Background: an optimization exercise with open tools, aiming at small area and a short achievable clock period. Do not read the settings as production practice.
Function was not checked in any run shown here: the RTL went through the layout flow alone.
No activity file was given, so power comes from the tool's default toggle rates.

--- flow/synth_abc.tcl ---
# The standard synthesis (synth_recipe.tcl, unchanged), with only the
# script that abc maps the logic with replaced by flow/abc_map.script.
proc abc {args} {
  set i [lsearch -exact $args -script]
  if { $i >= 0 } {
    lset args [expr { $i + 1 }] $::env(FLOW_ABC_SCRIPT)
  }
  puts "abc (flow/abc_map.script): $args"
  yosys abc {*}$args
}
source $::env(FLOW_STD_SYNTH)
--- config.mk ---
export PLATFORM = sky130hd
export DESIGN_NAME = FPU_top
export DESIGN_NICKNAME = FPU_top
export VERILOG_FILES = /design/flow/design.v
export SDC_FILE = /design/flow/constraint.sdc
export NUM_CORES = 4
export LEC_CHECK = 0
export ABC_AREA = 1
export CAP_MARGIN = 20
export CORE_MARGIN = 2
export CORE_UTILIZATION = 40
export PLACE_DENSITY = 0.6
export SLEW_MARGIN = 20
--- flow/abc_map.script ---
strash
dch
amap
topo
stime -c
buffer -c
upsize -c
dnsize -c
--- design.v ---
module CLA_4bit (
    input  logic [3:0]  a,
    input  logic [3:0]  b,
    input  logic        cin,
    output logic [3:0]  sum,
    output logic        o_p,
    output logic        o_g
);
    logic [3:0] w_g, w_p;
    logic [3:0] w_c;
    assign w_g = a & b;
    assign w_p = a ^ b;
        assign w_c[0] = cin;
        assign w_c[1] = w_g[0] | (w_p[0] & w_c[0]);
        assign w_c[2] = w_g[1] | (w_p[1] & w_g[0]) | (w_p[1] & w_p[0] & w_c[0]);
        assign w_c[3] = w_g[2] | (w_p[2] & w_g[1]) | (w_p[2] & w_p[1] & w_g[0]) | (w_p[2] & w_p[1] & w_p[0] & w_c[0]);
    assign sum = w_p ^ w_c;
    assign o_p = &w_p;
    assign o_g = w_g[3] | (w_p[3] & w_g[2]) | (w_p[3] & w_p[2] & w_g[1]) | (w_p[3] & w_p[2] & w_p[1] & w_g[0]) | (w_p[3] & w_p[2] & w_p[1] & w_p[0] & w_c[0]);
endmodule
module CLA_8bit(
    input  logic        i_carry,
    input  logic [7:0]  i_data_a,
    input  logic [7:0]  i_data_b,
    output logic [7:0]  o_sum,
    output logic        o_carry
);
    logic [1:0] w_P, w_G;
    logic w_C;
    CLA_4bit CLA_4BIT_UNIT_0 (
        .a      (i_data_a[3:0]),
        .b      (i_data_b[3:0]),
        .cin    (i_carry),
        .sum    (o_sum[3:0]),
        .o_p    (w_P[0]),
        .o_g    (w_G[0])
    );
    assign w_C = w_G[0] | (w_P[0] & i_carry);
    CLA_4bit CLA_4BIT_UNIT_1 (
        .a      (i_data_a[7:4]),
        .b      (i_data_b[7:4]),
        .cin    (w_C),
        .sum    (o_sum[7:4]),
        .o_p    (w_P[1]),
        .o_g    (w_G[1])
    );
    assign o_carry = w_G[1] | (w_P[1] & (w_G[0] | (w_P[0] & i_carry)));
endmodule
module CLA_28bit(
    input logic         i_carry,
    input logic [27:0]  i_data_a,
    input logic [27:0]  i_data_b,
    output logic [27:0] o_sum,
    output logic        o_carry
);
logic [7:0] w_c;
logic [6:0] w_p;
logic [6:0] w_g;
genvar i;
generate
    assign w_c[0] = i_carry;
    CLA_4bit CLA_4BIT_UNIT_0 (
        .a      (i_data_a[3:0]),
        .b      (i_data_b[3:0]),
        .cin    (w_c[0]),
        .sum    (o_sum[3:0]),
        .o_p    (w_p[0]),
        .o_g    (w_g[0])
    );
    assign w_c[1] = w_g[0] | (w_p[0] & w_c[0]);
    for (i = 1; i < 7; i = i + 1) begin : CLA_BLOCK_GEN
        CLA_4bit CLA_4BIT_UNIT_1 (
            .a      (i_data_a[(i*4)+3 : i*4]),
            .b      (i_data_b[(i*4)+3 : i*4]),
            .cin    (w_c[i]),
            .sum    (o_sum[(i*4)+3 : i*4]),
            .o_p    (w_p[i]),
            .o_g    (w_g[i])
        );        
        assign w_c[i+1] = w_g[i] | (w_p[i] & w_c[i]);
    end
endgenerate
assign o_carry = w_c[7];
endmodule
module COMP_2bit(
    input  logic [1:0] i_data_a,
    input  logic [1:0] i_data_b,
    output logic       o_less,
    output logic       o_equal
);
    assign o_less  = ((~(i_data_a[1] | i_data_a[0])) & i_data_b[0]) | (~i_data_a[0] & (i_data_b[1] & i_data_b[0])) | (~i_data_a[1] & i_data_b[1]);
    assign o_equal = ~|(i_data_a ^ i_data_b);
endmodule
module COMP_4bit(
    input  logic [3:0] i_data_a,
    input  logic [3:0] i_data_b,
    output logic       o_less,
    output logic       o_equal
);
    logic w_less_low, w_equal_low;
    logic w_less_high, w_equal_high;
    COMP_2bit u_low (
        .i_data_a (i_data_a[1:0]),
        .i_data_b (i_data_b[1:0]),
        .o_less   (w_less_low),
        .o_equal  (w_equal_low)
    );
    COMP_2bit u_high (
        .i_data_a (i_data_a[3:2]),
        .i_data_b (i_data_b[3:2]),
        .o_less   (w_less_high),
        .o_equal  (w_equal_high)
    );
    assign o_less  = w_less_high | (w_equal_high & w_less_low);
    assign o_equal = w_equal_high & w_equal_low;
endmodule
module COMP_8bit (
    input  logic [7:0] i_data_a,
    input  logic [7:0] i_data_b,
    output logic                 o_less
);
    logic w_less_low, w_equal_low;
    logic w_less_high, w_equal_high;
    COMP_4bit u_low (
        .i_data_a (i_data_a[3:0]),
        .i_data_b (i_data_b[3:0]),
        .o_less   (w_less_low),
        .o_equal  (w_equal_low)
    );
    COMP_4bit u_high (
        .i_data_a (i_data_a[7:4]),
        .i_data_b (i_data_b[7:4]),
        .o_less   (w_less_high),
        .o_equal  (w_equal_high)
    );
    assign o_less = w_less_high | (w_equal_high & w_less_low);
endmodule
module COMP_28bit (
    input  logic [27:0] i_data_a,
    input  logic [27:0] i_data_b,
    output logic                 o_less  
);
    logic w_less_0_0, w_less_0_1, w_less_0_2, w_less_0_3, w_less_0_4, w_less_0_5, w_less_0_6;
    logic w_equal_0_0, w_equal_0_1, w_equal_0_2, w_equal_0_3, w_equal_0_4, w_equal_0_5, w_equal_0_6;
    COMP_4bit u_i_data_0 (
        .i_data_a (i_data_a[3:0]),
        .i_data_b (i_data_b[3:0]),
        .o_less   (w_less_0_0),
        .o_equal  (w_equal_0_0)
    );
    COMP_4bit u_i_data_1 (
        .i_data_a (i_data_a[7:4]),
        .i_data_b (i_data_b[7:4]),
        .o_less   (w_less_0_1),
        .o_equal  (w_equal_0_1)
    );
    COMP_4bit u_i_data_2 (
        .i_data_a (i_data_a[11:8]),
        .i_data_b (i_data_b[11:8]),
        .o_less   (w_less_0_2),
        .o_equal  (w_equal_0_2)
    );
    COMP_4bit u_i_data_3 (
        .i_data_a (i_data_a[15:12]),
        .i_data_b (i_data_b[15:12]),
        .o_less   (w_less_0_3),
        .o_equal  (w_equal_0_3)
    );
    COMP_4bit u_i_data_4 (
        .i_data_a (i_data_a[19:16]),
        .i_data_b (i_data_b[19:16]),
        .o_less   (w_less_0_4),
        .o_equal  (w_equal_0_4)
    );
    COMP_4bit u_i_data_5 (
        .i_data_a (i_data_a[23:20]),
        .i_data_b (i_data_b[23:20]),
        .o_less   (w_less_0_5),
        .o_equal  (w_equal_0_5)
    );
    COMP_4bit u_i_data_6 (
        .i_data_a (i_data_a[27:24]),
        .i_data_b (i_data_b[27:24]),
        .o_less   (w_less_0_6),
        .o_equal  (w_equal_0_6)
    );
    assign o_less = w_less_0_6
                  | (w_equal_0_6 & w_less_0_5)
                  | (w_equal_0_6 & w_equal_0_5 & w_less_0_4)
                  | (w_equal_0_6 & w_equal_0_5 & w_equal_0_4 & w_less_0_3)
                  | (w_equal_0_6 & w_equal_0_5 & w_equal_0_4 & w_equal_0_3 & w_less_0_2)
                  | (w_equal_0_6 & w_equal_0_5 & w_equal_0_4 & w_equal_0_3 & w_equal_0_2 & w_less_0_1)
                  | (w_equal_0_6 & w_equal_0_5 & w_equal_0_4 & w_equal_0_3 & w_equal_0_2 & w_equal_0_1 & w_less_0_0);
endmodule
module EXP_swap (
    input logic [7:0]     i_data_a        ,
    input logic [7:0]     i_data_b        ,
    output logic                    o_compare       ,    
    output logic [7:0]    o_less_data     ,
    output logic [7:0]    o_greater_data  
);
COMP_8bit COMP_LESS_UNIT (
    .i_data_a       (i_data_a),
    .i_data_b       (i_data_b),
    .o_less         (o_compare)
);
always_comb begin
    o_less_data     = (o_compare) ? i_data_a : i_data_b;
    o_greater_data  = (o_compare) ? i_data_b : i_data_a;
end
endmodule
module EXP_sub (
    input logic [7:0]   i_data_a,
    input logic [7:0]   i_data_b,
    output logic [7:0]  o_sub        
);
logic [7:0] w_data_b;
assign w_data_b = ~(i_data_b);
CLA_8bit CLA_8BIT_UNIT (
    .i_carry    (1'b1),
    .i_data_a   (i_data_a),
    .i_data_b   (w_data_b),
    .o_sum      (o_sub),
    .o_carry    ()
);
endmodule
module MAN_swap (
    input logic [23:0]         i_man_a     ,
    input logic [23:0]         i_man_b     ,
    input logic                     i_compare   ,
    output logic [23:0]     o_man_max   ,
    output logic [23:0]     o_man_min   
);
assign o_man_max    = i_compare ? i_man_b : i_man_a;
assign o_man_min    = i_compare ? i_man_a : i_man_b;
endmodule
module MAN_swap_2 (
    input logic [27:0]         i_man_a     ,
    input logic [27:0]         i_man_b     ,
    input logic                     i_compare   ,
    output logic [27:0]     o_man_max   ,
    output logic [27:0]     o_man_min   
);
assign o_man_max    = i_compare ? i_man_b : i_man_a;
assign o_man_min    = i_compare ? i_man_a : i_man_b;
endmodule
module SHF_right_28bit (
    input  logic [4:0] i_shift_number,
    input  logic [27:0]  i_data, 
    output logic [27:0]  o_data
);
localparam  SIZE_SHIFT = 5 ;
localparam  SIZE_DATA  = 28;
    logic [SIZE_DATA-1:0] stage [SIZE_SHIFT:0];
    assign stage[0] = i_data;
    genvar i;
    generate
        for (i = 0; i < SIZE_SHIFT; i++) begin : GEN_SHIFT
            localparam SHIFT_AMT = (1 << i);
            always_comb begin
                if (i_shift_number[i])
                    stage[i+1] = { {SHIFT_AMT{1'b0}}, stage[i][SIZE_DATA-1:SHIFT_AMT] };
                else
                    stage[i+1] = stage[i];
            end
        end
    endgenerate
    assign o_data = stage[SIZE_SHIFT];
endmodule
module SHF_left_28bit (
    input  logic [4:0] i_shift_number,
    input  logic [27:0]  i_data, 
    output logic [27:0]  o_data
);
localparam  SIZE_DATA  = 28;
localparam  SIZE_SHIFT = 5 ;
    logic [SIZE_DATA-1:0] stage [SIZE_SHIFT:0];
    assign stage[0] = i_data;
    genvar i;
    generate
        for (i = 0; i < SIZE_SHIFT; i++) begin : GEN_SHIFT
            localparam SHIFT_AMT = (1 << i);
            always_comb begin
                if (i_shift_number[i])
                    stage[i+1] = { stage[i][SIZE_DATA-1-SHIFT_AMT:0], {SHIFT_AMT{1'b0}} };
                else
                    stage[i+1] = stage[i];
            end
        end
    endgenerate
    assign o_data = stage[SIZE_SHIFT];
endmodule
module SIGN_unit (
    input logic             i_add_sub       ,
    input logic             i_comp_man      ,
    input logic             i_sign_man_a    ,
    input logic             i_sign_man_b    ,
    output logic            o_sign_s        
);
assign o_sign_s = (~i_add_sub & i_sign_man_b & i_comp_man) | (i_add_sub & ~i_sign_man_b & i_comp_man) | (i_sign_man_a & ~i_comp_man);
endmodule
module MAN_ALU #(
    parameter NUM_OP    = 1 
)(
    input logic [NUM_OP-1:0]    i_fpu_op        ,
    input logic                 i_sign_a        ,
    input logic                 i_sign_b        ,
    input logic [27:0]  i_man_max       ,
    input logic [27:0]  i_man_min       ,
    output logic [27:0] o_man_alu       ,
    output logic                o_overflow       
);
logic w_i_carry;
logic [27:0] w_n_man_b;
logic [27:0] w_i_man_b;
logic w_overflow;
assign w_i_carry = i_fpu_op ? ~(i_sign_a ^ i_sign_b) : (i_sign_a ^ i_sign_b);
assign w_n_man_b = ~(i_man_min);
assign w_i_man_b = w_i_carry ? w_n_man_b : i_man_min;
CLA_28bit ALU_SUB_UNIT (
    .i_carry        (w_i_carry),
    .i_data_a       (i_man_max),
    .i_data_b       (w_i_man_b),
    .o_sum          (o_man_alu),
    .o_carry        (w_overflow)
);
assign o_overflow = w_i_carry ? 1'b0 : w_overflow;
endmodule
module LOPD_4bit(
    input logic [3:0]       i_data  ,
    output logic [1:0]      o_pos_one,
    output logic            o_zero_flag
);
assign o_zero_flag = ~(i_data[3]|i_data[2]|(i_data[1]|i_data[0])) ;
assign o_pos_one[1] = (i_data[0] | i_data[1])&(~i_data[2])&(~i_data[3]);
assign o_pos_one[0] = ((~i_data[3])&i_data[2]) | ((~i_data[3])&(~i_data[1])&(i_data[0]));
endmodule
module LOPD_8bit(
    input logic [7:0]       i_data  ,
    output logic [2:0]      o_pos_one,
    output logic            o_zero_flag
);
logic w_zero_flag_0;
logic [1:0] w_pos_one_0;
LOPD_4bit LOPD_4bit_unit_0 (
    .i_data         (i_data[3:0]),
    .o_pos_one      (w_pos_one_0),
    .o_zero_flag    (w_zero_flag_0)
);
logic w_zero_flag_1;
logic [1:0] w_pos_one_1;
LOPD_4bit LOPD_4bit_unit_1 (
    .i_data         (i_data[7:4]),
    .o_pos_one      (w_pos_one_1),
    .o_zero_flag    (w_zero_flag_1)
);
logic [2:0] w_o_pos_one;
assign o_zero_flag = w_zero_flag_0 & w_zero_flag_1;
assign w_o_pos_one[2] = w_zero_flag_1;
assign w_o_pos_one[1] = w_zero_flag_1 ? w_pos_one_0[1] : w_pos_one_1[1];
assign w_o_pos_one[0] = w_zero_flag_1 ? w_pos_one_0[0] : w_pos_one_1[0];
assign o_pos_one = o_zero_flag ? '0 : w_o_pos_one;
endmodule
module LOPD_16bit(
    input logic [15:0]       i_data  ,
    output logic [3:0]      o_pos_one,
    output logic            o_zero_flag
);
logic [2:0]         w_pos_one_0;  
logic               w_zero_flag_0;
LOPD_8bit LOPD_8bit_unit_0(
    .i_data         (i_data[7:0]),
    .o_pos_one      (w_pos_one_0),
    .o_zero_flag    (w_zero_flag_0)
);
logic [2:0]         w_pos_one_1;  
logic               w_zero_flag_1;
LOPD_8bit LOPD_8bit_unit_1(
    .i_data         (i_data[15:8]),
    .o_pos_one      (w_pos_one_1),
    .o_zero_flag    (w_zero_flag_1)
);
logic [3:0] w_o_pos_one;
assign o_zero_flag = w_zero_flag_0 & w_zero_flag_1;
assign w_o_pos_one[3] = w_zero_flag_1;
assign w_o_pos_one[2] = w_zero_flag_1 ? w_pos_one_0[2] : w_pos_one_1[2];
assign w_o_pos_one[1] = w_zero_flag_1 ? w_pos_one_0[1] : w_pos_one_1[1];
assign w_o_pos_one[0] = w_zero_flag_1 ? w_pos_one_0[0] : w_pos_one_1[0];
assign o_pos_one = o_zero_flag ? '0 : w_o_pos_one;
endmodule
module LOPD_24bit (
    input logic [23:0]     i_data          ,
    output logic [4:0]    o_one_position  ,
    output logic                    o_zero_flag      
);
logic [15:0]     LOPD16_i_data;
assign LOPD16_i_data = i_data[23:8];
logic [3:0]      LOPD16_o_pos_one;
logic            LOPD16_o_zero_flag;
LOPD_16bit LOPD_16bit_UNIT_MSB (
    .i_data             (LOPD16_i_data),
    .o_pos_one          (LOPD16_o_pos_one),
    .o_zero_flag        (LOPD16_o_zero_flag)
);
logic [7:0]      LOPD8_i_data;
assign LOPD8_i_data = i_data[7:0];
logic [2:0]      LOPD8_o_pos_one;
logic            LOPD8_o_zero_flag;
LOPD_8bit LOPD_8bit_UNIT_LSB (
    .i_data             (LOPD8_i_data),
    .o_pos_one          (LOPD8_o_pos_one),
    .o_zero_flag        (LOPD8_o_zero_flag)
);
logic [4:0]        w_o_one_position;
assign o_zero_flag         = LOPD16_o_zero_flag & LOPD8_o_zero_flag;
assign w_o_one_position[4] = LOPD16_o_zero_flag;
assign w_o_one_position[3] = LOPD16_o_zero_flag ? 1'b0               : LOPD16_o_pos_one[3];
assign w_o_one_position[2] = LOPD16_o_zero_flag ? LOPD8_o_pos_one[2] : LOPD16_o_pos_one[2];
assign w_o_one_position[1] = LOPD16_o_zero_flag ? LOPD8_o_pos_one[1] : LOPD16_o_pos_one[1];
assign w_o_one_position[0] = LOPD16_o_zero_flag ? LOPD8_o_pos_one[0] : LOPD16_o_pos_one[0];
assign o_one_position = o_zero_flag ? 5'b11111 : w_o_one_position;
endmodule
module EXP_adjust (
    input  logic                    i_overflow  ,
    input  logic                    i_underflow ,
    input  logic                    i_zero_flag ,
    input  logic [7:0]    i_lopd_value,
    input  logic [7:0]     i_exp_value ,
    output logic [7:0]     o_exp_result
);
logic [7:0] w_exp_result;
logic w_i_carry;
assign w_i_carry = ~(i_overflow | i_underflow);
logic [7:0] w_data_b;
assign w_data_b = i_overflow ? 8'b0000_0001 : (i_underflow ? '0 : ~(i_lopd_value));
CLA_8bit CLA_8BIT_UNIT (
    .i_carry    (w_i_carry),
    .i_data_a   (i_exp_value),
    .i_data_b   (w_data_b),
    .o_sum      (w_exp_result),
    .o_carry    ()
);
assign o_exp_result = i_zero_flag ? 8'h00 : w_exp_result;
endmodule
module NORMALIZATION_unit (
    input logic                     i_overflow      ,
    input logic                     i_zero_flag     ,
    input logic [4:0]     i_one_position  ,
    input logic [27:0]     i_mantissa      ,
    output logic [27:0]    o_mantissa       
);
logic [27:0] w_shift_left;
SHF_left_28bit  SHF_left_28bit_unit (
    .i_shift_number     (i_one_position),
    .i_data             (i_mantissa), 
    .o_data             (w_shift_left)
);
assign o_mantissa = i_zero_flag ? '0 : (i_overflow ? {1'b1, i_mantissa[27:1]} : (~i_mantissa[27] ? w_shift_left : i_mantissa) );
endmodule
module RND_add (
    input logic [23:0]     i_data  ,
    input logic                     i_carry ,
    output logic [23:0]    o_data  ,
    output logic                    o_carry  
);
    logic [23:0] w_carry;
    assign w_carry[0] = i_carry;
    genvar i;
    generate
        for (i = 1; i < 24; i++) begin : proc_propage_one
            assign w_carry[i] = (&i_data[i-1:0]) & w_carry[0];
        end
    endgenerate
    assign o_data = i_data ^ w_carry;
    assign o_carry = (&i_data) & w_carry[0];
endmodule
module ROUNDING_unit (
    input logic [27:0]          i_man           ,
    output logic [23:0]  o_man_result    ,
    output logic                        o_ov_flow       
);
localparam SIZE_MAN          = 28;
localparam SIZE_MAN_RESULT   = 24;
logic [SIZE_MAN_RESULT-1:0] w_man_temp;
assign w_man_temp = i_man[SIZE_MAN-1:SIZE_MAN-SIZE_MAN_RESULT];
logic w_guard_bit, w_round_bit, w_sticky_bit;
assign w_guard_bit = i_man[3];
assign w_round_bit = i_man[2];
assign w_sticky_bit= i_man[1] | i_man[0];
logic w_rounding_result;
assign w_rounding_result = (w_guard_bit & w_round_bit) | (w_round_bit & w_sticky_bit);
RND_add  INCREASE_ROUNDING (
    .i_data         (w_man_temp),
    .i_carry        (w_rounding_result),
    .o_data         (o_man_result),
    .o_carry        (o_ov_flow) 
);
endmodule
module PSC_unit(
    input logic                     i_add_sub   ,
    input logic                     i_sign_a    ,
    input logic [7:0]               i_exp_a     ,
    input logic [23:0]              i_man_a     ,
    input logic                     i_sign_b    ,
    input logic [7:0]               i_exp_b     ,
    input logic [23:0]              i_man_b     ,
    output logic                    o_sel_exp   ,
    output logic [1:0]              o_sel_man    
);
logic w_E_one_A, w_E_one_B;
logic w_M_zero_A, w_M_zero_B;
assign w_E_one_A    = &i_exp_a;
assign w_E_one_B    = &i_exp_b;
assign w_M_zero_A   = ~|i_man_a[22:0];
assign w_M_zero_B   = ~|i_man_b[22:0];
assign o_sel_exp = (~i_sign_b & w_E_one_B & ~w_M_zero_B) | (~i_sign_a & w_E_one_A & ~w_M_zero_A) | (w_E_one_A & w_M_zero_A & w_E_one_B & w_M_zero_B);
assign o_sel_man[1] = (~i_sign_b & w_E_one_B & ~w_M_zero_B) | (~i_sign_a & w_E_one_A & ~w_M_zero_A & ~i_sign_b) | (~i_add_sub & ~i_sign_a & w_E_one_A & ~w_M_zero_A & ~w_M_zero_B) | (~i_add_sub & ~i_sign_a & w_E_one_A & w_E_one_B & w_M_zero_B) | (~i_sign_a & w_E_one_A & ~w_M_zero_A & w_E_one_B) | (~i_sign_a & w_E_one_A & ~i_sign_b & w_E_one_B) | (i_add_sub & i_sign_a & w_E_one_A & w_M_zero_A & i_sign_b & w_E_one_B & w_M_zero_B);
assign o_sel_man[0] = (~i_add_sub & ~i_sign_a & w_E_one_A & w_M_zero_A & ~i_sign_b & w_E_one_B & w_M_zero_B) | (~i_add_sub & i_sign_a & w_E_one_A & w_M_zero_A & i_sign_b & w_E_one_B & w_M_zero_B) | (i_add_sub & ~i_sign_a & w_E_one_A & w_M_zero_A & i_sign_b & w_E_one_B & w_M_zero_B) | (i_add_sub & i_sign_a & w_E_one_A & w_M_zero_A & ~i_sign_b & w_E_one_B & w_M_zero_B);
endmodule
module FPU_unit #(
    parameter NUM_OP    = 1
)(
    input logic [NUM_OP-1:0]    i_add_sub       ,
    input logic [31:0]          i_32_a          ,
    input logic [31:0]          i_32_b          ,
    output logic [31:0]         o_32_s          ,
    output logic                o_ov_flag       ,
    output logic                o_un_flag        
);
logic w_sign_a, w_sign_b;
logic [7:0] w_exponent_a, w_exponent_b;
logic [23:0] w_mantissa_a, w_mantissa_b;
assign w_sign_a = i_32_a[31];
assign w_sign_b = i_32_b[31];
assign w_exponent_a = i_32_a[30:23];
assign w_exponent_b = i_32_b[30:23]; 
assign w_mantissa_a = {1'b1, i_32_a[22:0]};
assign w_mantissa_b = {1'b1, i_32_b[22:0]};
logic w_sign_result;
logic [7:0] w_exponent_result;
logic [23:0] w_mantissa_result;
logic w_EXPSWAP_compare;
logic [7:0] w_EXPSWAP_max, w_EXPSWAP_min;
logic [7:0] w_EXPSUB_diff_value;
logic [23:0] w_MAN_SWAP1_max, w_MAN_SWAP1_min;
logic [27:0] w_MAN_SHF_RIGHT_min, w_MAN_SHF_RIGHT_max;
logic w_MAN_COMP_28BIT_less;
logic w_MAN_PRE_SWAP_BY_MAN_compara;
logic [27:0] w_MAN_PRE_SWAP_BY_MAN_max,      w_MAN_PRE_SWAP_BY_MAN_min;
logic [27:0] w_MAN_ALU_man;
logic        w_MAN_ALU_overflow;
logic [4:0] w_LOPD_24BIT_one_position;
logic       w_LOPD_24BIT_zero_flag;
logic [7:0] w_EXP_ADJUST_result;
logic [27:0] w_NORMALIZATION_man;
logic [23:0] w_ROUNDING_man;
logic        w_ROUNDING_ov_flow;
logic                    PSC_o_sel_exp;
logic [1:0]              PSC_o_sel_man;
EXP_swap EXP_SWAP_UNIT (
    .i_data_a           (w_exponent_a),
    .i_data_b           (w_exponent_b),
    .o_compare          (w_EXPSWAP_compare),    
    .o_less_data        (w_EXPSWAP_min),
    .o_greater_data     (w_EXPSWAP_max) 
);
EXP_sub  EXP_SUB_UNIT(
    .i_data_a           (w_EXPSWAP_max),
    .i_data_b           (w_EXPSWAP_min),
    .o_sub              (w_EXPSUB_diff_value)
);
 MAN_swap MAN_PRE_SWAP_BY_EXPONENT_UNIT (
    .i_man_a            (w_mantissa_a),
    .i_man_b            (w_mantissa_b),
    .i_compare          (w_EXPSWAP_compare),
    .o_man_max          (w_MAN_SWAP1_max),
    .o_man_min          (w_MAN_SWAP1_min)
);
assign w_MAN_SHF_RIGHT_max = {w_MAN_SWAP1_max, 4'b0};
SHF_right_28bit  SHF_RIGHT_28BIT_UNIT (
    .i_shift_number     (w_EXPSUB_diff_value[4:0]),
    .i_data             ({w_MAN_SWAP1_min, 4'b0}), 
    .o_data             (w_MAN_SHF_RIGHT_min)
);
COMP_28bit MAN_COMP_28BIT_UNIT (
    .i_data_a           (w_MAN_SHF_RIGHT_max),
    .i_data_b           (w_MAN_SHF_RIGHT_min),
    .o_less             (w_MAN_COMP_28BIT_less)
);
assign w_MAN_PRE_SWAP_BY_MAN_compara = w_MAN_COMP_28BIT_less;
MAN_swap_2  MAN_PRE_SWAP_BY_MAN_UNIT (
    .i_man_a            (w_MAN_SHF_RIGHT_max),   
    .i_man_b            (w_MAN_SHF_RIGHT_min),   
    .i_compare          (w_MAN_PRE_SWAP_BY_MAN_compara),
    .o_man_max          (w_MAN_PRE_SWAP_BY_MAN_max),
    .o_man_min          (w_MAN_PRE_SWAP_BY_MAN_min)
);
SIGN_unit SIGN_OUT(
    .i_add_sub       (i_add_sub),
    .i_comp_man      (w_MAN_COMP_28BIT_less | w_EXPSWAP_compare),
    .i_sign_man_a    (w_sign_a),
    .i_sign_man_b    (w_sign_b),
    .o_sign_s        (w_sign_result) 
);
MAN_ALU #(
    .NUM_OP         (NUM_OP)
) MAN_ALU_UNIT (
    .i_fpu_op           (i_add_sub),
    .i_sign_a           (w_sign_a),
    .i_sign_b           (w_sign_b),
    .i_man_max          (w_MAN_PRE_SWAP_BY_MAN_max),
    .i_man_min          (w_MAN_PRE_SWAP_BY_MAN_min),
    .o_man_alu          (w_MAN_ALU_man),
    .o_overflow         (w_MAN_ALU_overflow)
);
LOPD_24bit LOPD_24BIT_UNIT (
    .i_data             (w_MAN_ALU_man[27:4]),
    .o_one_position     (w_LOPD_24BIT_one_position),
    .o_zero_flag        (w_LOPD_24BIT_zero_flag)
);
EXP_adjust EXP_ADJUST_UNIT (
    .i_overflow         (o_ov_flag),
    .i_underflow        (w_MAN_ALU_man[27]),
    .i_zero_flag        (w_LOPD_24BIT_zero_flag),
    .i_lopd_value       ({3'b0, w_LOPD_24BIT_one_position}),
    .i_exp_value        (w_EXPSWAP_max),
    .o_exp_result       (w_EXP_ADJUST_result)
);
NORMALIZATION_unit NORMALIZATION_UNIT (
    .i_overflow         (w_MAN_ALU_overflow),
    .i_zero_flag        (w_LOPD_24BIT_zero_flag),
    .i_one_position     (w_LOPD_24BIT_one_position),
    .i_mantissa         (w_MAN_ALU_man),
    .o_mantissa         (w_NORMALIZATION_man) 
);
ROUNDING_unit ROUNDING_UNIT (
    .i_man              (w_NORMALIZATION_man),
    .o_man_result       (w_ROUNDING_man),
    .o_ov_flow          (w_ROUNDING_ov_flow)
);
PSC_unit PSC_UNIT(
    .i_add_sub          (i_add_sub),
    .i_sign_a           (w_sign_a),
    .i_exp_a            (w_exponent_a),
    .i_man_a            (w_mantissa_a),
    .i_sign_b           (w_sign_b),
    .i_exp_b            (w_exponent_b),
    .i_man_b            (w_mantissa_b),
    .o_sel_exp          (PSC_o_sel_exp),
    .o_sel_man          (PSC_o_sel_man) 
);
assign w_exponent_result = PSC_o_sel_exp ? 8'hFF : w_EXP_ADJUST_result; 
Mux_4_to_1 SEL_MANTISSA_FOR_RESULT (
    .i_sel          (PSC_o_sel_man),
    .i_data_00      (w_ROUNDING_man),
    .i_data_01      (24'h000000),
    .i_data_10      (24'h000001),
    .i_data_11      (w_ROUNDING_man),
    .o_data         (w_mantissa_result) 
);
assign o_32_s = {w_sign_result, w_exponent_result, w_mantissa_result[22:0]};
assign o_ov_flag = w_MAN_ALU_overflow | w_ROUNDING_ov_flow;
assign o_un_flag = ~w_MAN_ALU_man[27];
endmodule
module Mux_4_to_1 (
    input logic [1:0]               i_sel    ,
    input logic [23:0]     i_data_00,
    input logic [23:0]     i_data_01,
    input logic [23:0]     i_data_10,
    input logic [23:0]     i_data_11,
    output logic [23:0]    o_data    
);
logic [23:0] w_o_data;
always_comb begin : proc_mux_4_to_1
    case (i_sel)
        2'b00: 
            w_o_data = i_data_00;
        2'b01:
            w_o_data = i_data_01;
        2'b10:
            w_o_data = i_data_10;
        2'b11:
            w_o_data = i_data_11; 
        default: 
            w_o_data = i_data_00;
    endcase
end
assign o_data = w_o_data;
endmodule
module FPU_top  #(
    parameter NUM_OP    = 1
)(
    input logic                 i_clk           ,
    input logic                 i_rst_n         ,
    input logic [NUM_OP-1:0]    i_add_sub       ,
    input logic [31:0]          i_32_a          ,
    input logic [31:0]          i_32_b          ,
    output logic [31:0]         o_32_s          ,
    output logic                o_ov_flag       ,
    output logic                o_un_flag
);
logic        w_sa, w_sb, w_sbe, w_eff_sub;
logic [7:0]  w_ea, w_eb;
logic [22:0] w_fa, w_fb;
logic [4:0]  w_dab;
logic [4:0]  w_dba;
logic        w_exp_lt;
logic [4:0]  w_shamt;
logic        w_sh0, w_f_lt, w_f_gt, w_swap2, w_sign, w_near;
logic [7:0]  w_emax;
logic [22:0] w_big, w_small;
logic        w_sel_exp;
logic [1:0]  w_sel_man;
assign w_sa = i_32_a[31];
assign w_sb = i_32_b[31];
assign w_ea = i_32_a[30:23];
assign w_eb = i_32_b[30:23];
assign w_fa = i_32_a[22:0];
assign w_fb = i_32_b[22:0];
assign w_sbe     = w_sb ^ i_add_sub[0];
assign w_eff_sub = w_sa ^ w_sbe;
assign w_dab    = w_ea[4:0] - w_eb[4:0];
assign w_dba    = w_eb[4:0] - w_ea[4:0];
assign w_shamt  = w_exp_lt ? w_dba : w_dab;
logic [7:0] w_e_gt [3:0];
logic [7:0] w_e_lt [3:0];
assign w_e_gt[0] = w_ea & ~w_eb;
assign w_e_lt[0] = ~w_ea & w_eb;
genvar gi;
generate
    for (gi = 0; gi < 3; gi++) begin : GEN_ECMP
        for (genvar gj = 0; gj < (4 >> gi); gj++) begin : GEN_ECMP_NODE
            assign w_e_gt[gi+1][gj] = w_e_gt[gi][2*gj+1] | (~w_e_lt[gi][2*gj+1] & w_e_gt[gi][2*gj]);
            assign w_e_lt[gi+1][gj] = w_e_lt[gi][2*gj+1] | (~w_e_gt[gi][2*gj+1] & w_e_lt[gi][2*gj]);
        end
        assign w_e_gt[gi+1][7:(4 >> gi)] = '0;
        assign w_e_lt[gi+1][7:(4 >> gi)] = '0;
    end
endgenerate
assign w_exp_lt = w_e_lt[3][0];
assign w_emax   = w_exp_lt ? w_eb : w_ea;
assign w_sh0    = (w_ea[4:0] == w_eb[4:0]);
assign w_f_lt   = w_fa < w_fb;
assign w_f_gt   = w_fb < w_fa;
assign w_big    = w_exp_lt ? w_fb : w_fa;
assign w_small  = w_exp_lt ? w_fa : w_fb;
assign w_swap2  = w_eff_sub & w_sh0 & (w_exp_lt ? w_f_gt : w_f_lt);
assign w_sign   = (w_exp_lt | (w_sh0 & w_f_lt)) ? w_sbe : w_sa;
assign w_near   = w_eff_sub & ((w_dab == 5'd0) | (w_exp_lt ? (w_dab == 5'd31) : (w_dab == 5'd1)));
PSC_unit PSC_UNIT(
    .i_add_sub          (i_add_sub[0]),
    .i_sign_a           (w_sa),
    .i_exp_a            (w_ea),
    .i_man_a            ({1'b1, w_fa}),
    .i_sign_b           (w_sb),
    .i_exp_b            (w_eb),
    .i_man_b            ({1'b1, w_fb}),
    .o_sel_exp          (w_sel_exp),
    .o_sel_man          (w_sel_man)
);
logic [22:0] r_big, r_small;
logic [4:0]  r_shamt;
logic [7:0]  r_emax;
logic        r_sign, r_eff_sub, r_swap2, r_near, r_sel_exp;
logic [1:0]  r_sel_man;
always_ff @( posedge i_clk ) begin
    r_big       <= w_big;
    r_small     <= w_small;
    r_shamt     <= w_shamt;
    r_emax      <= w_emax;
    r_sign      <= w_sign;
    r_eff_sub   <= w_eff_sub;
    r_swap2     <= w_swap2;
    r_near      <= w_near;
    r_sel_exp   <= w_sel_exp;
    r_sel_man   <= w_sel_man;
end
logic [27:0] w_A, w_Bf;
logic [27:0] w_sh [5:0];
logic [27:0] w_Rf, w_Nf;
logic        w_coutf, w_ovf, w_zerof, w_rndf, w_rnd_ovf;
logic [7:0]  w_expf;
assign w_A = {1'b1, r_big, 4'b0};
assign w_sh[0] = {1'b1, r_small, 4'b0} ^ {28{r_eff_sub}};
generate
    for (gi = 0; gi < 5; gi++) begin : GEN_RSHIFT
        assign w_sh[gi+1] = r_shamt[gi] ? {{(1<<gi){r_eff_sub}}, w_sh[gi][27:(1<<gi)]} : w_sh[gi];
    end
endgenerate
assign w_Bf = w_sh[5];
PFX_add #(.N(28)) FAR_ADD (.i_a(w_A), .i_b(w_Bf), .i_cin(r_eff_sub), .o_sum(w_Rf), .o_cout(w_coutf));
assign w_ovf   = ~r_eff_sub & w_coutf;
assign w_zerof = ~|w_Rf[27:4];
assign w_Nf = w_ovf ? {1'b1, w_Rf[27:1]} : (w_Rf[27] ? w_Rf : {w_Rf[26:0], 1'b0});
assign w_rndf    = ~w_zerof & w_Nf[2] & (w_Nf[3] | w_Nf[1] | w_Nf[0]);
assign w_rnd_ovf = w_rndf & (&w_Nf[27:4]);
always_comb begin
    if (w_zerof)                  w_expf = 8'h00;
    else if (w_ovf | w_rnd_ovf)   w_expf = r_emax + 8'd1;
    else if (w_Rf[27])            w_expf = r_emax;
    else                          w_expf = r_emax - 8'd1;
end
logic [27:0] w_Sn, w_Rn, w_Nn;
logic [4:0]  w_lz;
logic        w_zeron;
logic [7:0]  w_expn;
PFX_add #(.N(28)) NEAR_ADD (.i_a(w_A), .i_b(w_sh[1]), .i_cin(~r_swap2), .o_sum(w_Sn), .o_cout());
assign w_Rn = w_Sn ^ {28{r_swap2}};
logic [31:0] w_lzd_in;
assign w_lzd_in = {w_Rn[27:4], 8'hFF};
logic [15:0] w_v1;  logic [15:0] w_p1;
logic [7:0]  w_v2;  logic [1:0]  w_p2 [7:0];
logic [3:0]  w_v3;  logic [2:0]  w_p3 [3:0];
logic [1:0]  w_v4;  logic [3:0]  w_p4 [1:0];
generate
    for (gi = 0; gi < 16; gi++) begin : GEN_LZ1
        assign w_v1[gi] = w_lzd_in[2*gi+1] | w_lzd_in[2*gi];
        assign w_p1[gi] = ~w_lzd_in[2*gi+1];
    end
    for (gi = 0; gi < 8; gi++) begin : GEN_LZ2
        assign w_v2[gi] = w_v1[2*gi+1] | w_v1[2*gi];
        assign w_p2[gi] = w_v1[2*gi+1] ? {1'b0, w_p1[2*gi+1]} : {1'b1, w_p1[2*gi]};
    end
    for (gi = 0; gi < 4; gi++) begin : GEN_LZ3
        assign w_v3[gi] = w_v2[2*gi+1] | w_v2[2*gi];
        assign w_p3[gi] = w_v2[2*gi+1] ? {1'b0, w_p2[2*gi+1]} : {1'b1, w_p2[2*gi]};
    end
    for (gi = 0; gi < 2; gi++) begin : GEN_LZ4
        assign w_v4[gi] = w_v3[2*gi+1] | w_v3[2*gi];
        assign w_p4[gi] = w_v3[2*gi+1] ? {1'b0, w_p3[2*gi+1]} : {1'b1, w_p3[2*gi]};
    end
endgenerate
assign w_lz    = w_v4[1] ? {1'b0, w_p4[1]} : {1'b1, w_p4[0]};
assign w_zeron = ~|w_Rn[27:4];
logic [27:0] w_ls [5:0];
assign w_ls[5] = w_Rn;
generate
    for (gi = 4; gi >= 0; gi--) begin : GEN_LSHIFT
        assign w_ls[gi] = w_lz[gi] ? {w_ls[gi+1][27-(1<<gi):0], {(1<<gi){1'b0}}} : w_ls[gi+1];
    end
endgenerate
assign w_Nn = w_ls[0];
assign w_expn = w_zeron ? 8'h00 : (r_emax - {3'b0, w_lz});
logic [22:0] w_man_pre;
logic        w_rnd_sel, w_ov_flag, w_un_flag;
logic [7:0]  w_exp;
always_comb begin
    case (r_sel_man)
        2'b01:   begin w_man_pre = 23'd0; w_rnd_sel = 1'b0;  end
        2'b10:   begin w_man_pre = 23'd1; w_rnd_sel = 1'b0;  end
        default: begin
            w_man_pre = r_near ? w_Nn[26:4] : w_Nf[26:4];
            w_rnd_sel = ~r_near & w_rndf;
        end
    endcase
end
assign w_exp     = r_sel_exp ? 8'hFF : (r_near ? w_expn : w_expf);
assign w_ov_flag = ~r_near & (w_ovf | w_rnd_ovf);
assign w_un_flag = r_near ? ~w_Rn[27] : ~w_Rf[27];
logic        q_sign, q_rnd;
logic [7:0]  q_exp;
logic [22:0] q_man;
always_ff @( posedge i_clk or negedge i_rst_n ) begin
    if(~i_rst_n) begin
        q_sign              <= '0;
        q_exp               <= '0;
        q_man               <= '0;
        q_rnd               <= '0;
        o_ov_flag           <= '0;
        o_un_flag           <= '0;
    end else begin
        q_sign              <= r_sign;
        q_exp               <= w_exp;
        q_man               <= w_man_pre;
        q_rnd               <= w_rnd_sel;
        o_ov_flag           <= w_ov_flag;
        o_un_flag           <= w_un_flag;
    end
end
logic [22:0] w_pa [5:0];
assign w_pa[0] = q_man;
generate
    for (gi = 0; gi < 5; gi++) begin : GEN_PAND
        for (genvar gj = 0; gj < 23; gj++) begin : GEN_PAND_BIT
            if (gj >= (1 << gi))
                assign w_pa[gi+1][gj] = w_pa[gi][gj] & w_pa[gi][gj - (1 << gi)];
            else
                assign w_pa[gi+1][gj] = w_pa[gi][gj];
        end
    end
endgenerate
logic [22:0] w_inc;
assign w_inc = {w_pa[5][21:0], 1'b1} & {23{q_rnd}};
assign o_32_s = {q_sign, q_exp, q_man ^ w_inc};
endmodule
module PFX_add #(
    parameter N = 28
)(
    input  logic [N-1:0] i_a,
    input  logic [N-1:0] i_b,
    input  logic         i_cin,
    output logic [N-1:0] o_sum,
    output logic         o_cout
);
    localparam L = $clog2(N);
    logic [N-1:0] w_p0;
    logic [N-1:0] w_g [L:0];
    logic [N-1:0] w_p [L:0];
    assign w_p0   = i_a ^ i_b;
    assign w_g[0] = (i_a & i_b) | {{(N-1){1'b0}}, w_p0[0] & i_cin};
    assign w_p[0] = w_p0;
    genvar k, i;
    generate
        for (k = 0; k < L; k++) begin : GEN_LVL
            for (i = 0; i < N; i++) begin : GEN_BIT
                if ((i >> k) & 1) begin : GEN_CMB
                    localparam int J = ((i >> k) << k) - 1;
                    assign w_g[k+1][i] = w_g[k][i] | (w_p[k][i] & w_g[k][J]);
                    assign w_p[k+1][i] = w_p[k][i] & w_p[k][J];
                end else begin : GEN_PASS
                    assign w_g[k+1][i] = w_g[k][i];
                    assign w_p[k+1][i] = w_p[k][i];
                end
            end
        end
    endgenerate
    assign o_sum  = w_p0 ^ {w_g[L][N-2:0], i_cin};
    assign o_cout = w_g[L][N-1];
endmodule
--- flow/run.sh ---
#!/bin/bash
# The standard layout (standard.sh), with three changes to how it is made:
#  - synthesis maps the logic with an area-oriented abc script
#    (flow/abc_map.script); the rest of synth_recipe.tcl is unchanged;
#  - timing repair aims further below the clock period than the 5 ns
#    SETUP_SLACK_MARGIN allows in config.mk;
#  - the port buffers are plain buffers rather than delay cells.
set -euo pipefail
W=$PWD
export FLOW_ABC_SCRIPT=$W/flow/abc_map.script
export FLOW_STD_SYNTH=$W/synth_recipe.tcl
bash standard.sh SYNTH_SCRIPT=$W/flow/synth_abc.tcl SETUP_SLACK_MARGIN=9 \
  "BUFFER_PORTS_ARGS=-buffer_cell sky130_fd_sc_hd__buf_2" finish > standard_flow.log 2>&1
--- constraint.sdc ---
create_clock -name core_clock -period 15.0 [get_ports {i_clk}]
set_input_delay 3.0000 -clock core_clock [delete_from_list [all_inputs] [get_ports {i_clk}]]
set_output_delay 3.0000 -clock core_clock [all_outputs]
set_load 0.01 [all_outputs]
--- standard.sh ---
#!/bin/bash
# synth_recipe.tcl (not shown) runs the flow's synth.tcl, then flattens the netlist and writes it again
# the make line also repeats each setting of config.mk as NAME=value (left out here)
make -C /OpenROAD-flow-scripts/flow DESIGN_CONFIG=/design/flow/config.mk WORK_HOME=/design/flow/orfs CLKGATE_MAP_FILE= SYNTH_SCRIPT=/design/flow/synth_recipe.tcl "${@:-finish}"
==> results.tsv, run 1 <==
metric	value	unit
Synth-to-Final Area Change	29.0	%
# nets final	1829	
remaining routing DRC violations	0	
remaining max-slew budget at the tightest pin	34.6	%
detail-routed net length per standard cell	19.2	um
post-synthesis instance total	1493	
CTS tree	done	
DP Wirelength	27800	um
setup repair after global routing missed its margin	yes	
Chip Height	166	um
Peak Freq	0.150	GHz
Async S/R FF share, synth	34.7	%
average size of a mapped cell	7.05	um2
Final Max Slew Viols	0	
area share of the leading cell type in the synthesized netlist	12.6	%
number of nets still failing antenna checks after routing	0	
clock net sink count	101	
count of vias placed by the detailed router	12000	
slew at the pin closest to its max-slew limit	0.973	ns
CP peak stage delay	0.39	ns
share of the yosys chip area belonging to registers	20.9	%
antenna cell count	0	
number of synthesized flops with an enable pin	0	
detailed router's first-iteration violation count	1130	
die area	27600	um2
largest net degree at the start of global routing	62	
post-layout worst setup margin	8.32	ns
post-placement worst setup slack	6.57	ns
total of flip-flops plus latches after synthesis	101	
final clock period utilization by the worst path	44.6	%
worst min-delay path category	register to register	
cell occurring most often along the worst timing path	sky130_fd_sc_hd__nor2_1	
row count	59	
total of max-cap violations	0	
core region area	25900	um2
gpl congestion	0.932	
total wirelength of the detailed-routed design	38400	um
total I/O pin count	101	
sum of negative setup slack	0	ns
number of buffers inserted during clock tree synthesis	9	
Startpoint Class	register	
Hold Vio Cnt, Final	0	
YS warnings	20	
depth of the CTS H-tree	3	
leading cell types in the layout, fill and taps excluded	sky130_fd_sc_hd__nor2_1, sky130_fd_sc_hd__inv_1, sky130_fd_sc_hd__o22ai_1	
latest clock arrival within the worst-skew pair	0.37	ns
outcome	finished clean	
Worst IR Drop VDD	101	uV
share of the core filled with cells in the final layout	52.4	%
Port-buffer cells	100	
Top FF cell, synth	sky130_fd_sc_hd__dfxtp_1	
fill cell total of the finished layout	2508	
final number of setup-violating endpoints	0	
cell at the slowest stage of the critical path	sky130_fd_sc_hd__or3_1	
vias in the first global route	11100	
crit end category	register	
worst path arrival time	6.92	ns
maximum buffer depth of the clock tree	2	
setup clock skew after layout	0.0125	ns
total track usage	26.2	%
crit path time final	6.68	ns
wire length of the first global-routing pass	58400	um
most common cell after layout, fill and taps aside	sky130_fd_sc_hd__nor2_1	
critical path type	register to register	
number of cells after detailed placement	1859	
Initial Util	40.6	%
clock tree root driver cell	sky130_fd_sc_hd__clkbuf_16	
share of post-route cells with drive strength above 1	27.7	%
net count of the mapped netlist	1662	
detail-routed via count per cell	6.01	
total iterations of the first detailed-routing run	7	
count of non-filler cells in the finished layout	2000	
antenna violations before repair	0	
overflow left after global routing	0	
top fanout value on the critical path	12	
horizontal die dimension	166	um
clock-pin slew reported for the worst setup and hold paths after clock tree synthesis	0.08	ns
Data required, critical path	15.24	ns
leading area contributor after synthesis	sky130_fd_sc_hd__dfxtp_1	
Synth area leaders	sky130_fd_sc_hd__dfxtp_1, sky130_fd_sc_hd__ha_1, sky130_fd_sc_hd__o22ai_1	
mapped cell area	10500	um2
leakage dissipation	5.84	nW
Power Dens Cells	190	nW/um2
post-synthesis cell type count	77	
[synthesized netlist by cell type, types with 18 or more instances]
cell type,n
sky130_fd_sc_hd__nor2_1,236
sky130_fd_sc_hd__and3_1,19
sky130_fd_sc_hd__dfxtp_1,66
sky130_fd_sc_hd__o22a_1,65
sky130_fd_sc_hd__clkbuf_1,49
sky130_fd_sc_hd__nand2_1,108
sky130_fd_sc_hd__inv_1,147
sky130_fd_sc_hd__a21oi_1,108
sky130_fd_sc_hd__o32ai_1,20
sky130_fd_sc_hd__o22ai_1,142
sky130_fd_sc_hd__nor3_1,29
sky130_fd_sc_hd__ha_1,93
sky130_fd_sc_hd__a22oi_1,18
sky130_fd_sc_hd__o21ai_0,85
sky130_fd_sc_hd__dfrtp_1,35
[cell families after synthesis]
group,after synthesis,share of synthesized area (%)
flip-flops,101,20.9
XOR/XNOR,6,0.500
AND/OR/NAND/NOR,497,21.5
adder cells (fa/ha/maj),102,12.8
buffers and inverters,236,9.06
AO/OA/AOI/OAI,551,35.3
[critical path, delay by kind of cell, from the launching register on]
family | cells | cell delay, ns
simple gates | 14 | 1.93
flops | 1 | 0.37
fa+ha+maj | 1 | 0.32
compound gates | 16 | 3.03
buf+inv | 6 | 0.89
[where the power goes]
part / total, W / switching, W / internal (W)
logic: 0.00195 / 0.00115 / 0.000801
clock network: 0.000229 / 0.000112 / 0.000116
registers: 0.000405 / 0.0000652 / 0.000340
total: 0.00258 / 0.00132 / 0.00126
[routing by layer]
metal | share of wire, % | vias up | global-route usage (%) | routed length [um]
li1 | - | 5854 | - | -
met1 | 43 | 5490 | 34.4 | 16600
met2 | 45 | 565 | 41.6 | 17100
met3 | 6.8 | 119 | 3.88 | 2610
met4 | 5.4 | 0 | 14.1 | 2050
met5 | 0 | - | 0 | 0
[timing repair]
action                                  4_1_cts  5_1_grt
cloned                                       12        1
pin swaps                                    37       71
endpoints found under the setup margin       36       62
gates resized for setup                     128      110
buffers inserted                             79       33
hold buffers                                  0        0
[sequential cells by signal, summed over array words and instances, names as in the netlist, 2 cells and up]
name	count
r_emax	8
q_man	23
r_shamt	5
r_sel_man	2
q_exp	8
r_big	23
r_small	23
[path summary, 6_finish.rpt]
check | from | to | slack, ns | cells past startpoint
worst min register to register | r_sign | q_sign | 0.34 | 0
worst max-delay path | r_eff_sub | q_exp[0] | 8.32 | 37
min in group asynchronous | i_rst_n | q_exp[4] | 2.70 | 1
worst min-delay path | r_sign | q_sign | 0.34 | 0
worst max register to register | r_eff_sub | q_exp[0] | 8.32 | 37
max in group asynchronous | i_rst_n | q_man[5] | 11.82 | 1
[layout make-up]
| cell class | count | area, um2 | area share (%) |
|---|---|---|---|
| repair buffers | 223 | 1550 | 11.4 |
| clock buffers | 10 | 229 | 1.69 |
| well taps | 335 | 419 | 3.09 |
| flip-flops and latches | 101 | 2210 | 16.3 |
| repair inverters | 9 | 87.6 | 0.645 |
| multi-input cells | 1158 | 8360 | 61.6 |
| inverters | 158 | 663 | 4.89 |
| clock inverters | 6 | 55.1 | 0.406 |
[stage by stage]
stage | total power, W | area [um2] | hold slack, ns
final | 0.00258 | 13600 | 0.336
after global routing | 0.00275 | 13600 | 0.342
after CTS | 0.00233 | 12800 | 0.336
after detailed placement | 0.00186 | 11300 | 0.325
after global placement | 0.00186 | 11300 | 0.321
after floorplan | 0.00149 | 10700 | 0.316
==> run 2: changes to the inputs <==
--- a/design.v
+++ b/design.v
@@ -790,3 +790,3 @@
 assign w_Bf = w_sh[5];
-PFX_add #(.N(28)) FAR_ADD (.i_a(w_A), .i_b(w_Bf), .i_cin(r_eff_sub), .o_sum(w_Rf), .o_cout(w_coutf));
+assign {w_coutf, w_Rf} = {1'b0, w_A} + {1'b0, w_Bf} + {28'd0, r_eff_sub};
 assign w_ovf   = ~r_eff_sub & w_coutf;
@@ -806,3 +806,3 @@
 logic [7:0]  w_expn;
-PFX_add #(.N(28)) NEAR_ADD (.i_a(w_A), .i_b(w_sh[1]), .i_cin(~r_swap2), .o_sum(w_Sn), .o_cout());
+assign w_Sn = w_A + w_sh[1] + {27'd0, ~r_swap2};
 assign w_Rn = w_Sn ^ {28{r_swap2}};
@@ -895,35 +895 @@
 endmodule
-module PFX_add #(
-    parameter N = 28
-)(
-    input  logic [N-1:0] i_a,
-    input  logic [N-1:0] i_b,
-    input  logic         i_cin,
-    output logic [N-1:0] o_sum,
-    output logic         o_cout
-);
-    localparam L = $clog2(N);
-    logic [N-1:0] w_p0;
-    logic [N-1:0] w_g [L:0];
-    logic [N-1:0] w_p [L:0];
-    assign w_p0   = i_a ^ i_b;
-    assign w_g[0] = (i_a & i_b) | {{(N-1){1'b0}}, w_p0[0] & i_cin};
-    assign w_p[0] = w_p0;
-    genvar k, i;
-    generate
-        for (k = 0; k < L; k++) begin : GEN_LVL
-            for (i = 0; i < N; i++) begin : GEN_BIT
-                if ((i >> k) & 1) begin : GEN_CMB
-                    localparam int J = ((i >> k) << k) - 1;
-                    assign w_g[k+1][i] = w_g[k][i] | (w_p[k][i] & w_g[k][J]);
-                    assign w_p[k+1][i] = w_p[k][i] & w_p[k][J];
-                end else begin : GEN_PASS
-                    assign w_g[k+1][i] = w_g[k][i];
-                    assign w_p[k+1][i] = w_p[k][i];
-                end
-            end
-        end
-    endgenerate
-    assign o_sum  = w_p0 ^ {w_g[L][N-2:0], i_cin};
-    assign o_cout = w_g[L][N-1];
-endmodule
==> flow/abc_map.script (replaced) <==
strash
dch
amap
topo
==> run 2 against run 1 <==
  * Still clean
  * Cell count grew 6.2%
  * Setup slack gained 0.21 ns
  * Sequential share of layout area shrank 1.2 points
  * Fmax grew 3.3%
  * Wire length grew 12%
  * Synthesized cell count grew 2.8%
  * First-iteration DRC count grew 26%
  * Critical endpoint is now q_exp[7]
  * Largest cell class unchanged
==> results.tsv, run 2 <==
metric	value	unit
xor/xnor cell area share of the yosys netlist	0.578	%
setup repair after global routing missed its margin	yes	
total iterations of the first detailed-routing run	5	
Startpoint Class	register	
Switching Fraction	52.8	%
most common cell in the synthesized netlist	sky130_fd_sc_hd__nor2_1	
clock net sink count	101	
largest net degree at the start of global routing	62	
Chip Height	167	um
count of vias placed by the detailed router	13400	
detail-routed net length per standard cell	20.2	um
share of the yosys chip area belonging to registers	20.7	%
crit path time final	6.47	ns
Peak Freq	0.155	GHz
hold bufs inserted after CTS	0	
CP peak stage delay	0.70	ns
synthesized-area fraction occupied by and/or/nand/nor cells	20.9	%
sum of negative setup slack	0	ns
average size of a mapped cell	6.91	um2
Initial Util	40.7	%
Net Sw Power	0.00143	W
die area	27800	um2
most frequent cells after synthesis	sky130_fd_sc_hd__nor2_1, sky130_fd_sc_hd__clkinv_1, sky130_fd_sc_hd__o22ai_1, sky130_fd_sc_hd__a21oi_1, sky130_fd_sc_hd__nand2_1	
area share of the leading cell type in the synthesized netlist	12.5	%
proportion of power drawn by the clock network	8.7	%
Adder-Cell Fraction of Synth Area	11.3	%
post-synthesis cell type count	52	
share of post-route cells with drive strength above 1	29.8	%
clock-pin slew reported for the worst setup and hold paths after clock tree synthesis	0.08	ns
Power Dens Cells	185	nW/um2
depth of the CTS H-tree	3	
Data required, critical path	15.25	ns
Top FF cell, synth	sky130_fd_sc_hd__dfxtp_1	
gpl congestion	1.01	
number of nets still failing antenna checks after routing	0	
worst path arrival time	6.72	ns
combinational power share	76.2	%
Async S/R FF share, synth	34.7	%
Synth-to-Final Area Change	38.3	%
mapped cell area	10600	um2
# nets final	1944	
row count	59	
total I/O pin count	101	
detailed router's first-iteration violation count	1420	
CTS tree	done	
worst min-delay path category	register to register	
share of the core filled with cells in the final layout	56.3	%
overflow left after global routing	0	
antenna violations before repair	0	
clock tree root driver cell	sky130_fd_sc_hd__clkbuf_16	
crit end category	register	
total of max-cap violations	0	
final number of setup-violating endpoints	0	
total of flip-flops plus latches after synthesis	101	
Synth area leaders	sky130_fd_sc_hd__dfxtp_1, sky130_fd_sc_hd__ha_1, sky130_fd_sc_hd__o22ai_1	
setup clock skew after layout	0.0116	ns
YS warnings	9	
Final Max Slew Viols	0	
antenna cell count	0	
critical path type	register to register	
Synth Area in Compound Gates	40.4	%
total track usage	29.3	%
cell occurring most often along the worst timing path	sky130_fd_sc_hd__clkinv_1	
main combinational cell family by area after synthesis	compound AO/OA/AOI/OAI gates	
Hold Vio Cnt, Final	0	
core region area	26100	um2
number of synthesized flops with an enable pin	0	
biggest regs	q_man (23), r_big (23), r_small (23)	
detail-routed via count per cell	6.33	
final clock period utilization by the worst path	43.1	%
DP Wirelength	30500	um
top fanout value on the critical path	6	
remaining max-slew budget at the tightest pin	25.4	%
number of buffers inserted during clock tree synthesis	9	
total wirelength of the detailed-routed design	42900	um
internal power of the cells	0.00128	W
Worst IR Drop VDD	89.5	uV
outcome	finished clean	
wire length of the first global-routing pass	66200	um
maximum buffer depth of the clock tree	2	
leading area contributor after synthesis	sky130_fd_sc_hd__dfxtp_1	
post-synthesis instance total	1535	
remaining routing DRC violations	0	
vias in the first global route	12300	
leakage dissipation	5.60	nW
leading cell types in the layout, fill and taps excluded	sky130_fd_sc_hd__nor2_1, sky130_fd_sc_hd__clkinv_1, sky130_fd_sc_hd__o22ai_1	
share of synthesized area spent on multiplexers	0	%
latest clock arrival within the worst-skew pair	0.37	ns
part of the total power dissipated in sequential elements	15.1	%
most common cell after layout, fill and taps aside	sky130_fd_sc_hd__nor2_1	
slew at the pin closest to its max-slew limit	1.11	ns
cell at the slowest stage of the critical path	sky130_fd_sc_hd__a31oi_1	
horizontal die dimension	167	um
net count of the mapped netlist	1696	
Port-buffer cells	100	
## run 2: cell types whose count changed in the layout (fill, tap and decap cells not counted), sizes merged, moves of 13 or more
cell    before  now
a211oi      17   30
a21oi      111  141
clkinv       3  169
inv        160   15
nand2      111  124
o21a        11   28
o21ai       96  120
o221a        0   17
o31ai        4   17
## run 2: metrics by stage
stage | hold WS, ns | area, um2 | setup slack, ns | instances | power, W
2_1_floorplan | 0.316 | 11000 | 8.14 | 1535 | 0.00151
3_3_place_gp | 0.318 | 11900 | 6.71 | 1972 | 0.00194
3_5_place_dp | 0.321 | 11900 | 6.70 | 1972 | 0.00193
4_1_cts | 0.332 | 13700 | 8.63 | 2076 | 0.00245
5_1_grt | 0.339 | 14700 | 8.23 | 2123 | 0.00287
6_report | 0.330 | 14700 | 8.53 | 2123 | 0.00271
## run 2: timing repair
| action | CTS | global route |
|---|---|---|
| endpoints found under the hold margin | 0 | 0 |
| buffers inserted | 77 | 47 |
| cloned | 11 | 0 |
| setup endpoints to repair | 36 | 38 |
| pin swaps | 48 | 58 |
| gates resized for setup | 188 | 163 |
## run 2: power by group through the flow
stage,clock network [W],registers (W),logic [W]
2_1_floorplan,0,0.000391,0.00111
3_3_place_gp,0,0.000403,0.00153
3_5_place_dp,0,0.000405,0.00153
4_1_cts,0.000240,0.000402,0.00181
5_1_grt,0.000250,0.000418,0.00220
6_report,0.000236,0.000410,0.00206
## run 2: cell type report
type	instances	area (um2)
Sequential cell	101	2210
Clock inverter	7	56.3
Multi-Input combinational cell	1266	9320
Tap cell	335	419
Fill cell	2452	11400
Clock buffer	9	225
Timing Repair inverter	8	83.8
Timing Repair Buffer	227	1570
Inverter	170	792
## run 2: critical path, delay by kind of cell (launching register included)
family	cells	cell delay, ns
flops	1	0.38
buf+inv	8	0.94
compound gates	12	3.28
fa+ha+maj	2	0.44
simple gates	10	1.29
## run 2: layer usage
metal  track usage, %  wire length, um  up-vias  share of wire, %
li1                 -                -     6406                 -
met1             40.1            18800     6268                44
met2             46.3            18900      636                44
met3             4.06             3360      122               7.8
met4             12.5             1770        0               4.1
met5                0                0        -                 0
## run 2: cells by family (layout without fill, tap and decap cells)
group	count (synthesis)	after routing
AOI/OAI and AO/OA	659	662
xor gates and xnor gates	7	7
adders and majority gates	94	94
buffers and inverters	171	421
DFF	101	101
and+or+nand+nor	503	503
## run 2: path summary, 6_finish.rpt
check / start / to / slack, ns / cells past startpoint
min in group asynchronous: i_rst_n / q_man[13] / 2.72 / 1
min: r_sign / q_sign / 0.33 / 0
max: r_eff_sub / q_exp[7] / 8.53 / 32
min reg2reg: r_sign / q_sign / 0.33 / 0
max in group asynchronous: i_rst_n / q_exp[5] / 11.77 / 1
max reg2reg: r_eff_sub / q_exp[7] / 8.53 / 32
==> run 3: changes to the inputs <==
--- a/design.v
+++ b/design.v
@@ -763,3 +763,3 @@
 logic [7:0]  r_emax;
-logic        r_sign, r_eff_sub, r_swap2, r_near, r_sel_exp;
+logic        r_sign, r_eff_sub, r_swap2, r_near, r_sh0n, r_sel_exp;
 logic [1:0]  r_sel_man;
@@ -774,2 +774,3 @@
     r_near      <= w_near;
+    r_sh0n      <= ~w_shamt[0];
     r_sel_exp   <= w_sel_exp;
@@ -802,3 +803,3 @@
 end
-logic [27:0] w_Sn, w_Rn, w_Nn;
+logic [27:0] w_Bn, w_Sn, w_Rn, w_Nn;
 logic [4:0]  w_lz;
@@ -806,3 +807,4 @@
 logic [7:0]  w_expn;
-assign w_Sn = w_A + w_sh[1] + {27'd0, ~r_swap2};
+assign w_Bn = r_sh0n ? {1'b1, r_small, 4'b0} : {1'b0, 1'b1, r_small, 3'b0};
+assign w_Sn = w_A + ~w_Bn + {27'd0, ~r_swap2};
 assign w_Rn = w_Sn ^ {28{r_swap2}};
@@ -857,5 +859,9 @@
 assign w_exp     = r_sel_exp ? 8'hFF : (r_near ? w_expn : w_expf);
+logic w_c8, w_c16, w_rnd_ok;
+assign w_rnd_ok = ~r_near & ~r_sel_man[0] & ~r_sel_man[1] | ~r_near & r_sel_man[0] & r_sel_man[1];
+assign w_c8  = w_rnd_ok & w_rndf & (&w_Nf[11:4]);
+assign w_c16 = w_rnd_ok & w_rndf & (&w_Nf[19:4]);
 assign w_ov_flag = ~r_near & (w_ovf | w_rnd_ovf);
 assign w_un_flag = r_near ? ~w_Rn[27] : ~w_Rf[27];
-logic        q_sign, q_rnd;
+logic        q_sign, q_rnd, q_c8, q_c16;
 logic [7:0]  q_exp;
@@ -868,2 +874,4 @@
         q_rnd               <= '0;
+        q_c8                <= '0;
+        q_c16               <= '0;
         o_ov_flag           <= '0;
@@ -875,2 +883,4 @@
         q_rnd               <= w_rnd_sel;
+        q_c8                <= w_c8;
+        q_c16               <= w_c16;
         o_ov_flag           <= w_ov_flag;
@@ -879,16 +889,14 @@
 end
-logic [22:0] w_pa [5:0];
-assign w_pa[0] = q_man;
+logic [22:0] w_inc;
 generate
-    for (gi = 0; gi < 5; gi++) begin : GEN_PAND
-        for (genvar gj = 0; gj < 23; gj++) begin : GEN_PAND_BIT
-            if (gj >= (1 << gi))
-                assign w_pa[gi+1][gj] = w_pa[gi][gj] & w_pa[gi][gj - (1 << gi)];
-            else
-                assign w_pa[gi+1][gj] = w_pa[gi][gj];
-        end
+    for (gi = 0; gi < 23; gi++) begin : GEN_INC
+        localparam int B = (gi / 8) * 8;
+        logic w_cb;
+        if (gi < 8)       assign w_cb = q_rnd;
+        else if (gi < 16) assign w_cb = q_c8;
+        else              assign w_cb = q_c16;
+        if (gi == B) assign w_inc[gi] = w_cb;
+        else         assign w_inc[gi] = w_cb & (&q_man[gi-1:B]);
     end
 endgenerate
-logic [22:0] w_inc;
-assign w_inc = {w_pa[5][21:0], 1'b1} & {23{q_rnd}};
 assign o_32_s = {q_sign, q_exp, q_man ^ w_inc};
==> flow/run.sh (replaced) <==
#!/bin/bash
set -euo pipefail
bash standard.sh SETUP_SLACK_MARGIN=9.3 "BUFFER_PORTS_ARGS=-buffer_cell sky130_fd_sc_hd__buf_2" finish > standard_flow.log 2>&1
removed: flow/abc_map.script
removed: flow/synth_abc.tcl
==> run 3 against run 2 <==
  * Still clean on timing, DRC and antenna
  * First-iteration DRC count rose by 4.9%
  * Via count increased by 15%
  * Sequential share of layout area increased by 0.51 points
  * Flip-flop and latch count increased by 3
  * Synthesized area is 26% higher
  * Setup slack better by 1.1 ns
  * Fmax up 21%
  * Count of clock-buffer cells in the layout unchanged
  * Utilization shrank 12 points
  * Critical path type unchanged
  * Largest power group unchanged
  * Highest routed layer unchanged
==> results.tsv, run 3 <==
metric	value	unit
number of buffers inserted during clock tree synthesis	9	
horizontal die dimension	187	um
Worst IR Drop VDD	76.7	uV
share of post-route cells with drive strength above 1	8.58	%
most common cell after layout, fill and taps aside	sky130_fd_sc_hd__nand2_1	
Synth-to-Final Area Change	9.30	%
critical path type	register to register	
Data required, critical path	15.27	ns
biggest regs	q_man (23), r_big (23), r_small (23)	
total of max-cap violations	0	
logic depth of the worst setup path including buffers	26	
gpl congestion	0.980	
number of cells after detailed placement	2767	
Async S/R FF share, synth	35.6	%
YS warnings	8	
Hold Vio Cnt, Final	0	
average size of a mapped cell	5.80	um2
FF-to-FF setup slack	9.65	ns
detail-routed via count per cell	5.52	
setup clock skew after layout	0.0115	ns
gate family responsible for the most delay along the worst path	compound AO/OA/AOI/OAI gates	
leading area contributor after synthesis	sky130_fd_sc_hd__nand2_1	
Initial Util	40.8	%
outcome	finished clean	
clock-pin slew reported for the worst setup and hold paths after clock tree synthesis	0.07	ns
crit path time final	5.35	ns
wire length of the first global-routing pass	76100	um
Worst Setup EP	q_exp[6]	
core region area	32700	um2
depth of the CTS H-tree	3	
row count	66	
count of non-filler cells in the finished layout	2797	
standard cell area after detailed placement	14000	um2
slew at the pin closest to its max-slew limit	0.863	ns
CTS tree	done	
overflow left after global routing	0	
detailed router's first-iteration violation count	1490	
Reg2Reg Capture Point	q_exp[6]	
share of the yosys chip area belonging to registers	17.0	%
cell at the slowest stage of the critical path	sky130_fd_sc_hd__fa_1	
leading cell types in the layout, fill and taps excluded	sky130_fd_sc_hd__nand2_1, sky130_fd_sc_hd__nand3_1, sky130_fd_sc_hd__inv_1	
worst min-delay path category	register to register	
Startpoint Class	register	
net count of the mapped netlist	2465	
post-synthesis cell type count	56	
clock net sink count	104	
Top FF cell, synth	sky130_fd_sc_hd__dfxtp_1	
Port-buffer cells	100	
antenna violations before repair	0	
remaining routing DRC violations	0	
post-synthesis instance total	2302	
count of vias placed by the detailed router	15500	
Final Max Slew Viols	0	
Peak Freq	0.187	GHz
buffers and inverters on the worst path	4	
Chip Height	187	um
CP peak stage delay	0.47	ns
clock tree root driver cell	sky130_fd_sc_hd__clkbuf_16	
largest net degree at the start of global routing	95	
remaining max-slew budget at the tightest pin	42.4	%
Power Dens Cells	196	nW/um2
vias in the first global route	14100	
# nets final	2513	
most common cell in the synthesized netlist	sky130_fd_sc_hd__nand2_1	
hold bufs inserted after CTS	0	
design area	14600	um2
sum of negative setup slack	0	ns
area share of the leading cell type in the synthesized netlist	16.8	%
share of the core filled with cells in the final layout	44.6	%
reg-to-reg startpoint	r_sh0n	
top fanout value on the critical path	46	
run 3: routing by layer:
metal / part of all wire (%) / GRT usage (%)
met1: 46 / 38.4
met2: 43 / 42.9
met3: 7.5 / 3.22
met4: 3.5 / 9.98
met5: 0 / 0
run 3: per-stage QoR:
stage	hold WS (ns)	setup WS (ns)
after floorplan	0.316	10.16
after global placement	0.320	8.77
after detailed placement	0.322	8.78
after CTS	0.332	9.32
after global routing	0.341	9.23
final	0.329	9.65
run 3: report_power, final:
part	switching (W)	leakage [nW]	internal [W]
clock	0.000112	0.151	0.000131
combinational	0.00149	6.30	0.000692
sequential	0.0000806	0.985	0.000355
total	0.00169	7.44	0.00118
run 3: worst register-to-register path, delay by kind of cell (launching register included):
kind	cells	cell delay, ns
buffers and inverters	4	0.54
AOI/OAI and AO/OA	9	1.91
DFF	1	0.33
xor gates and xnor gates	1	0.26
adders and majority gates	2	0.86
and+or+nand+nor	10	1.36
run 3: kinds of logic (layout without fill, tap and decap cells):
kind of cell,Yosys count,in the layout,share of synthesized area [%]
multiplexers,1,1,0.0750
AO/OA/AOI/OAI,397,397,16.4
XOR/XNOR,86,86,5.64
buffers and inverters,373,425,11.3
flip-flops,104,104,17.0
AND/OR/NAND/NOR,1245,1246,40.5
adder cells (fa/ha/maj),96,96,9.16
run 3: timing repair:
item / in CTS / in global routing
pin swaps: 0 / 2
endpoints found under the hold margin: 0 / 0
setup buffers: 1 / 10
setup endpoints to repair: 11 / 22
gates resized for setup: 12 / 32
cloned: 2 / 1
run 3: final cells by class:
class | count | area (um2) | share of cell area (%)
clock buffer | 9 | 225 | 1.54
clock inverter | 7 | 76.3 | 0.523
inverter | 289 | 1110 | 7.58
multi-input combinational | 1826 | 9680 | 66.3
sequential | 104 | 2280 | 15.6
tap | 442 | 553 | 3.79
timing repair buffer | 118 | 667 | 4.57
timing repair inverter | 2 | 12.5 | 0.0857
run 3: worst min path at each step:
stage / cells after the start / endpoint / startpoint
detailed placement: 0 / q_sign / r_sign
floorplan: 0 / q_sign / r_sign
global route: 0 / q_sign / r_sign
finish: 0 / q_sign / r_sign
CTS: 0 / q_sign / r_sign
global placement: 0 / q_sign / r_sign

static timing again, ports no longer ideal:
Ports are ideal in the flow. The routed layouts listed here were re-timed in OpenROAD.
Step 1 assumes that a clkbuf_16 drives the clock port and a buf_2 every other input.
Step 2, shift: input delay + t, output delay - t, t = (earliest + latest rising clock arrival at the registers) / 2. This alone moves slack from input paths to output paths.
Slacks: ideal / step 1 / step 2; pairs: ideal / step 1.
| run | t, ns | setup WS [ns] |
|---|---|---|
| run 1 | 0.411 | 8.317 / 8.317 / 8.317 |
| run 2 | 0.410 | 8.532 / 8.532 / 8.532 |
| run 3 | 0.417 | 9.645 / 9.645 / 9.310 |
After both steps every run listed still meets setup and hold.
